From an optimization exercise on the open Yosys and OpenROAD flow, aimed at small area; shortcuts taken in it are not production practice. RTL that was checked went through simulation tests only; none was proved equivalent to the original. Power is estimated from default activity; no workload was simulated.

==> run a: inputs <==
==> flow/design.v <==
module sccpu (instr, mem, clrn, clk, pc, alu, data, wmem);
    input  [31:0] instr, mem;
    input         clrn, clk;
    output [31:0] pc, alu, data;
    output        wmem;
    wire [5:0]  op = instr[31:26];
    wire [5:0]  fn = instr[5:0];
    wire [4:0]  rs = instr[25:21];
    wire [4:0]  rt = instr[20:16];
    wire [4:0]  rd = instr[15:11];
    wire [4:0]  sa = instr[10:6];
    wire [15:0] imm = instr[15:0];
    wire rtype = (op == 6'b000000);
    wire r_alu = rtype & ((fn[5:3] == 3'b100 & ~(fn[2] & fn[1] & fn[0]) & ~(~fn[2] & fn[0]))
                        | (fn[5:2] == 4'b0000 & ~(~fn[1] & fn[0])));
    wire i_jr   = rtype & (fn == 6'b001000);
    wire i_iop  = (op[5:3] == 3'b001) & ~(op[2:0] == 3'b001) & ~(op[2:1] == 2'b01);
    wire i_lw   = (op == 6'b100011);
    wire i_sw   = (op == 6'b101011);
    wire i_beq  = (op == 6'b000100);
    wire i_bne  = (op == 6'b000101);
    wire i_jmp  = (op[5:1] == 5'b00001);
    wire i_jal  = i_jmp & op[0];
    wire wreg = r_alu | i_iop | i_lw | i_jal;
    wire rt_alu  = ~op[5] & ~op[3];
    wire f2      = rt_alu ? fn[2] : op[2];
    wire f1      = rt_alu ? fn[1] : op[1];
    wire f0      = rt_alu ? fn[0] : op[0];
    wire s_shift = rt_alu & ~fn[5];
    wire s_sub   = rt_alu & fn[1];
    wire use_imm = op[5] | op[3];
    wire sx      = ~op[2] & imm[15];
    wire [4:0]  wn = i_jal ? 5'd31 : (rtype ? rd : rt);
    wire [31:0] wd;
    reg  [31:1] vld;
    wire [31:1] wsel;
    wire [31:0] qa, qb;
    wire [30:0] ca [0:31];
    wire [30:0] cb [0:31];
    genvar g, k;
    generate
        for (g = 1; g < 32; g = g + 1) begin : rf
            reg [31:0] q;
            assign wsel[g] = wreg & (wn == g);
            always @(posedge clk)
                if (wsel[g]) q <= wd;
            wire sela = vld[g] & (rs == g);
            wire selb = vld[g] & (rt == g);
            for (k = 0; k < 32; k = k + 1) begin : b
                assign ca[k][g-1] = q[k] & sela;
                assign cb[k][g-1] = q[k] & selb;
            end
        end
        for (k = 0; k < 32; k = k + 1) begin : rdp
            assign qa[k] = |ca[k];
            assign qb[k] = |cb[k];
        end
    endgenerate
    always @(posedge clk or negedge clrn)
        if (!clrn) vld <= 31'd0;
        else       vld <= vld | wsel;
    wire [31:0] b  = use_imm ? {{16{sx}}, imm} : qb;
    wire [31:0] sum = qa + (b ^ {32{s_sub}}) + {31'd0, s_sub};
    wire [31:0] lres = f1 ? (f0 ? {imm, 16'h0000} : (qa ^ b))
                          : (f0 ? (qa | b) : (qa & b));
    wire        sll = ~fn[1];
    wire [31:0] qbr, yr;
    wire [31:0] x;
    wire [31:0] y;
    generate
        for (g = 0; g < 32; g = g + 1) begin : rev
            assign qbr[g] = qb[31-g];
            assign yr[g]  = y[31-g];
        end
    endgenerate
    assign x = sll ? qbr : qb;
    wire fill = fn[0] & qb[31];
    assign y = $signed({fill, x}) >>> sa;
    wire [31:0] sres = sll ? yr : y;
    wire [31:0] res = s_shift ? sres : (f2 ? lres : sum);
    assign alu = res;
    reg  [31:0] pcr;
    wire [31:0] pc4 = {pcr[31:2] + 30'd1, pcr[1:0]};
    wire [31:0] bt  = {pc4[31:2] + {{14{imm[15]}}, imm}, pcr[1:0]};
    wire        z   = (qa == qb);
    wire        taken = (i_beq & z) | (i_bne & ~z);
    wire [31:0] npc = i_jr  ? qa :
                      i_jmp ? {pc4[31:28], instr[25:0], 2'b00} :
                      taken ? bt : pc4;
    always @(posedge clk or negedge clrn)
        if (!clrn) pcr <= 32'd0;
        else       pcr <= npc;
    assign pc = pcr;
    assign wd   = i_lw ? mem : (i_jal ? pc4 : res);
    assign data = qb;
    assign wmem = i_sw;
endmodule
==> flow/flow/run.sh <==
#!/bin/bash
# Own flow: the standard layout, with synthesis mapped by an area-oriented
# ABC script and clock-tree synthesis without dummy loads.
set -euo pipefail
W=$(pwd)
F=$W/flow
export AREA_ABC_SCRIPT=$F/area.abc
sed "s|^source \$::env(SCRIPTS_DIR)/synth.tcl|source $F/abc_swap.tcl|" synth_recipe.tcl > area_synth.tcl
grep -q abc_swap.tcl area_synth.tcl
bash standard.sh SYNTH_SCRIPT=$W/area_synth.tcl \
  "CTS_ARGS=-sink_clustering_enable -repair_clock_nets -dont_use_dummy_load" \
  finish > $W/flow_make.log 2>&1
==> flow/flow/abc_swap.tcl <==
# Runs ORFS's synth.tcl unchanged except that ABC maps with flow/area.abc,
# an area-oriented script, instead of the platform's delay-oriented one.
set f [open $::env(SCRIPTS_DIR)/synth.tcl]
set t [read $f]
close $f
set hook "source \$::env(SCRIPTS_DIR)/synth_preamble.tcl"
set t [string map [list $hook "$hook\nset abc_args \[lreplace \$abc_args 1 1 $::env(AREA_ABC_SCRIPT)\]"] $t]
eval $t
==> flow/flow/area.abc <==
strash
&get -n
&st
&synch2
&nf -R 1000
&put
topo
==> flow/standard.sh <==
#!/bin/bash
# synth_recipe.tcl (not shown) runs the flow's synth.tcl, then flattens the netlist and writes it again
# the make line also repeats each setting of config.mk as NAME=value (left out here)
make -C /OpenROAD-flow-scripts/flow DESIGN_CONFIG=/design/flow/config.mk WORK_HOME=/design/flow/orfs CLKGATE_MAP_FILE= SYNTH_SCRIPT=/design/flow/synth_recipe.tcl "${@:-finish}"
==> flow/config.mk <==
export PLATFORM = sky130hd
export DESIGN_NAME = sccpu
export DESIGN_NICKNAME = sccpu
export VERILOG_FILES = /design/flow/design.v
export SDC_FILE = /design/flow/constraint.sdc
export NUM_CORES = 4
export LEC_CHECK = 0
export CAP_MARGIN = 20
export CORE_MARGIN = 2
export CORE_UTILIZATION = 30
export PLACE_DENSITY = 0.45
export SETUP_SLACK_MARGIN = 0.6
export SLEW_MARGIN = 20
==> flow/constraint.sdc <==
create_clock -name core_clock -period 13.0 [get_ports {clk}]
set_input_delay 2.6000 -clock core_clock [delete_from_list [all_inputs] [get_ports {clk}]]
set_output_delay 2.6000 -clock core_clock [all_outputs]
set_load 0.01 [all_outputs]
==> inputs of run b, as changes to run a <==
--- a/flow/design.v
+++ b/flow/design.v
@@ -29,3 +29,3 @@
     wire s_shift = rt_alu & ~fn[5];
-    wire s_sub   = rt_alu & fn[1];
+    wire s_sub   = rtype & fn[1] & ~fn[2];
     wire use_imm = op[5] | op[3];
@@ -44,4 +44,5 @@
             assign wsel[g] = wreg & (wn == g);
+            wire [31:0] we = {32{wsel[g]}};
             always @(posedge clk)
-                if (wsel[g]) q <= wd;
+                q <= (q & ~we) | (wd & we);
             wire sela = vld[g] & (rs == g);
@@ -62,5 +63,26 @@
     wire [31:0] b  = use_imm ? {{16{sx}}, imm} : qb;
-    wire [31:0] sum = qa + (b ^ {32{s_sub}}) + {31'd0, s_sub};
-    wire [31:0] lres = f1 ? (f0 ? {imm, 16'h0000} : (qa ^ b))
-                          : (f0 ? (qa | b) : (qa & b));
+    wire [31:0] bx = b ^ {32{s_sub}};
+    wire [31:0] p  = qa ^ bx;
+    wire [31:0] gg = qa & bx;
+    reg  [31:0] G, P;
+    integer l, i;
+    always @(*) begin
+        G = {gg[31:1], gg[0] | (p[0] & s_sub)};
+        P = p;
+        for (l = 0; l < 5; l = l + 1)
+            for (i = 0; i < 32; i = i + 1)
+                if (((i + 1) % (2 << l)) == 0) begin
+                    G[i] = G[i] | (P[i] & G[i - (1 << l)]);
+                    P[i] = P[i] & P[i - (1 << l)];
+                end
+        for (l = 3; l >= 0; l = l - 1)
+            for (i = 0; i < 32; i = i + 1)
+                if (i + 1 >= (3 << l) && ((i + 1 - (1 << l)) % (2 << l)) == 0) begin
+                    G[i] = G[i] | (P[i] & G[i - (1 << l)]);
+                    P[i] = P[i] & P[i - (1 << l)];
+                end
+    end
+    wire [31:0] sum  = p ^ {G[30:0], s_sub};
+    wire [31:0] lres = f1 ? (f0 ? {imm, 16'h0000} : p)
+                          : (f0 ? (p | gg) : gg);
     wire        sll = ~fn[1];
@@ -82,5 +104,32 @@
     reg  [31:0] pcr;
-    wire [31:0] pc4 = {pcr[31:2] + 30'd1, pcr[1:0]};
-    wire [31:0] bt  = {pc4[31:2] + {{14{imm[15]}}, imm}, pcr[1:0]};
-    wire        z   = (qa == qb);
+    wire [31:0] pc4, bt;
+    wire [30:0] c;
+    wire [16:0] d;
+    wire [14:0] e, f;
+    wire [13:0] hi = pcr[31:18];
+    wire [13:0] hm1, hp1;
+    assign c[0] = 1'b1;
+    assign d[0] = 1'b1;
+    assign e[0] = 1'b1;
+    assign f[0] = 1'b1;
+    generate
+        for (g = 0; g < 30; g = g + 1) begin : inc
+            assign pc4[g+2] = pcr[g+2] ^ c[g];
+            assign c[g+1]   = pcr[g+2] & c[g];
+        end
+        for (g = 0; g < 16; g = g + 1) begin : lo
+            assign bt[g+2] = pcr[g+2] ^ imm[g] ^ d[g];
+            assign d[g+1]  = (pcr[g+2] & imm[g]) | (pcr[g+2] & d[g]) | (imm[g] & d[g]);
+        end
+        for (g = 0; g < 14; g = g + 1) begin : hid
+            assign hm1[g]  = hi[g] ^ e[g];
+            assign e[g+1]  = ~hi[g] & e[g];
+            assign hp1[g]  = hi[g] ^ f[g];
+            assign f[g+1]  = hi[g] & f[g];
+        end
+    endgenerate
+    assign pc4[1:0]  = pcr[1:0];
+    assign bt[1:0]   = pcr[1:0];
+    assign bt[31:18] = (d[16] == imm[15]) ? hi : (d[16] ? hp1 : hm1);
+    wire        z   = ~|p;
     wire        taken = (i_beq & z) | (i_bne & ~z);
==> flow/flow/run.sh (replaced) <==
#!/bin/bash
# Own flow: the standard layout, with synthesis mapped by an area-oriented
# ABC script, smaller port buffers and a clock tree of smaller buffers
# without dummy loads.
set -euo pipefail
W=$(pwd)
F=$W/flow
export AREA_ABC_SCRIPT=$F/area.abc
sed "s|^source \$::env(SCRIPTS_DIR)/synth.tcl|source $F/abc_swap.tcl|" synth_recipe.tcl > area_synth.tcl
grep -q abc_swap.tcl area_synth.tcl
bash standard.sh SYNTH_SCRIPT=$W/area_synth.tcl \
  "CTS_ARGS=-sink_clustering_enable -repair_clock_nets -dont_use_dummy_load -buf_list {sky130_fd_sc_hd__clkbuf_4 sky130_fd_sc_hd__clkbuf_8} -sink_clustering_size 24 -sink_clustering_max_diameter 45" \
  "BUFFER_PORTS_ARGS=-buffer_cell sky130_fd_sc_hd__buf_2" \
  ADDER_MAP_FILE= \
  finish > $W/flow_make.log 2>&1
==> flow/flow/area.abc (replaced) <==
strash
&get -n
&st
&synch2
&dch -f
&nf -R 1000 -a
&put
topo
==> flow/config.mk (replaced) <==
export PLATFORM = sky130hd
export DESIGN_NAME = sccpu
export DESIGN_NICKNAME = sccpu
export VERILOG_FILES = /design/flow/design.v
export SDC_FILE = /design/flow/constraint.sdc
export NUM_CORES = 4
export LEC_CHECK = 0
export CAP_MARGIN = 0
export CORE_MARGIN = 2
export CORE_UTILIZATION = 45
export PLACE_DENSITY = 0.6
export SETUP_SLACK_MARGIN = 0.2
export SLEW_MARGIN = 0
==> inputs of run c, as changes to run a <==
--- a/flow/design.v
+++ b/flow/design.v
@@ -29,3 +29,3 @@
     wire s_shift = rt_alu & ~fn[5];
-    wire s_sub   = rt_alu & fn[1];
+    wire s_sub   = rtype & fn[1] & ~fn[2];
     wire use_imm = op[5] | op[3];
@@ -44,4 +44,5 @@
             assign wsel[g] = wreg & (wn == g);
+            wire [31:0] we = {32{wsel[g]}};
             always @(posedge clk)
-                if (wsel[g]) q <= wd;
+                q <= (q & ~we) | (wd & we);
             wire sela = vld[g] & (rs == g);
@@ -62,5 +63,26 @@
     wire [31:0] b  = use_imm ? {{16{sx}}, imm} : qb;
-    wire [31:0] sum = qa + (b ^ {32{s_sub}}) + {31'd0, s_sub};
-    wire [31:0] lres = f1 ? (f0 ? {imm, 16'h0000} : (qa ^ b))
-                          : (f0 ? (qa | b) : (qa & b));
+    wire [31:0] bx = b ^ {32{s_sub}};
+    wire [31:0] p  = qa ^ bx;
+    wire [31:0] gg = qa & bx;
+    reg  [31:0] G, P;
+    integer l, i;
+    always @(*) begin
+        G = {gg[31:1], gg[0] | (p[0] & s_sub)};
+        P = p;
+        for (l = 0; l < 5; l = l + 1)
+            for (i = 0; i < 32; i = i + 1)
+                if (((i + 1) % (2 << l)) == 0) begin
+                    G[i] = G[i] | (P[i] & G[i - (1 << l)]);
+                    P[i] = P[i] & P[i - (1 << l)];
+                end
+        for (l = 3; l >= 0; l = l - 1)
+            for (i = 0; i < 32; i = i + 1)
+                if (i + 1 >= (3 << l) && ((i + 1 - (1 << l)) % (2 << l)) == 0) begin
+                    G[i] = G[i] | (P[i] & G[i - (1 << l)]);
+                    P[i] = P[i] & P[i - (1 << l)];
+                end
+    end
+    wire [31:0] sum  = p ^ {G[30:0], s_sub};
+    wire [31:0] lres = f1 ? (f0 ? {imm, 16'h0000} : p)
+                          : (f0 ? (p | gg) : gg);
     wire        sll = ~fn[1];
@@ -82,5 +104,27 @@
     reg  [31:0] pcr;
-    wire [31:0] pc4 = {pcr[31:2] + 30'd1, pcr[1:0]};
-    wire [31:0] bt  = {pc4[31:2] + {{14{imm[15]}}, imm}, pcr[1:0]};
-    wire        z   = (qa == qb);
+    wire [31:0] pc4, bt;
+    wire [30:0] c;
+    wire [16:0] d;
+    wire [14:0] f;
+    wire [13:0] t = pcr[31:18] ^ {14{imm[15]}};
+    assign c[0] = 1'b1;
+    assign d[0] = 1'b1;
+    assign f[0] = d[16] ^ imm[15];
+    generate
+        for (g = 0; g < 30; g = g + 1) begin : inc
+            assign pc4[g+2] = pcr[g+2] ^ c[g];
+            assign c[g+1]   = pcr[g+2] & c[g];
+        end
+        for (g = 0; g < 16; g = g + 1) begin : lo
+            assign bt[g+2] = pcr[g+2] ^ imm[g] ^ d[g];
+            assign d[g+1]  = (pcr[g+2] & imm[g]) | (pcr[g+2] & d[g]) | (imm[g] & d[g]);
+        end
+        for (g = 0; g < 14; g = g + 1) begin : hid
+            assign bt[g+18] = t[g] ^ f[g] ^ imm[15];
+            assign f[g+1]   = t[g] & f[g];
+        end
+    endgenerate
+    assign pc4[1:0]  = pcr[1:0];
+    assign bt[1:0]   = pcr[1:0];
+    wire        z   = ~|p;
     wire        taken = (i_beq & z) | (i_bne & ~z);
==> flow/flow/run.sh (replaced) <==
#!/bin/bash
# Own flow: the standard layout, with synthesis mapped by an area-oriented
# ABC script, smaller port buffers and a clock tree of smaller buffers
# without dummy loads.
set -euo pipefail
W=$(pwd)
F=$W/flow
export AREA_ABC_SCRIPT=$F/area.abc
sed "s|^source \$::env(SCRIPTS_DIR)/synth.tcl|source $F/abc_swap.tcl|" synth_recipe.tcl > area_synth.tcl
grep -q abc_swap.tcl area_synth.tcl
bash standard.sh SYNTH_SCRIPT=$W/area_synth.tcl \
  "CTS_ARGS=-sink_clustering_enable -repair_clock_nets -dont_use_dummy_load -buf_list {sky130_fd_sc_hd__clkbuf_8 sky130_fd_sc_hd__clkbuf_16} -sink_clustering_size 30 -sink_clustering_max_diameter 70" \
  "BUFFER_PORTS_ARGS=-buffer_cell sky130_fd_sc_hd__buf_1" \
  ADDER_MAP_FILE= MATCH_CELL_FOOTPRINT=0 \
  finish > $W/flow_make.log 2>&1
==> flow/flow/area.abc (replaced) <==
strash
&get -n
&st
&syn2
&dch -f
&nf -R 1000 -a -p
&put
topo
==> flow/config.mk (replaced) <==
export PLATFORM = sky130hd
export DESIGN_NAME = sccpu
export DESIGN_NICKNAME = sccpu
export VERILOG_FILES = /design/flow/design.v
export SDC_FILE = /design/flow/constraint.sdc
export NUM_CORES = 4
export LEC_CHECK = 0
export CAP_MARGIN = 0
export CORE_MARGIN = 2
export CORE_UTILIZATION = 55
export PLACE_DENSITY = 0.68
export SETUP_SLACK_MARGIN = 0.2
export SLEW_MARGIN = 0
==> metrics.md <==
| Metric | Value |
|---|---|
| Status | no timing/DRC/antenna violations |
| R2R Setup Slk | between 4000 and 5000 ps |
| RD Place Congestion | a little over 1 |
| Area grow syn2layout | 13.8% |
| Switch Pwr | about 2.1 mW |
| Clk pwr | 1.94 mW |
| PwrDens | approximately 130 nW/um2 |
| Non-CTS inverters | 39 |
The numbers above come from run b.

==> metrics.md <==
| Metric | Value |
|---|---|
| Status | finished with violations |
| Layout Check Fails | capacitance limit |
| Top cells by count, synth | 992 x edfxtp_1, 346 x nand2_1, 340 x a222oi_1 |
| Setup violations, final | 0 |
| Routing usage on met2 | 75.5% |
| Non-CTS inverters | 20 |
| R2R Setup Slk | about 4500 ps |
| Max Cap Viol | 4 |
| PwrDens | about 130 nW/um2 |
| Most used cell, CP | a31oi_1 |
| Clk pwr | ~1.8 mW |
| First-pass GRT wire length | 345 mm |
| Final instance area | 54900 um2 |
The numbers above come from run c.

==> metrics.md <==
| Metric | Value |
|---|---|
| Switch Pwr | 2.60 mW |
| R2R Setup Slk | 6050 ps |
| Area grow syn2layout | 19.2% |
| PwrDens | 140 nW/um2 |
| Status | no timing/DRC/antenna violations |
| Non-CTS inverters | 75 |
| Max-slew violations | 0 |
| Clk pwr | approximately 2.8 mW |
| RD Place Congestion | roughly 1 |
The numbers above come from run a.

Function not checked in run b: the RTL went through the layout flow alone.

-- separate check: timing with driven ports --
No port has a modelled driver above. Below, the same layouts with a new extraction and two added sets of constraints. Step 1: set_driving_cell puts a clkbuf_16 on clk and a buf_2 on each other input, an assumption about the parent block. Step 2 times the ports against the registers' clock, not the clock port: input delays grow and output delays shrink by t, the midpoint of the rising clock arrivals with the driver on. Slacks: ideal / step 1 / step 2; pairs: ideal / step 1.
run	t (ns)	setup slack, ns	worst setup path at the end	worst slew at a driven data input, ns	pins driven straight from the clock port
run a	0.804	0.848 / 0.817 / 0.817	input to output	0.10	1
run b	0.884	0.487 / 0.469 / 0.469	input to output	0.07	1
run c	0.758	0.386 / 0.363 / 0.363	input to output	0.08	1
For run a, which loses most, drivers alone change the setup slack by -0.031 ns; drivers and shift together by -0.031 ns.
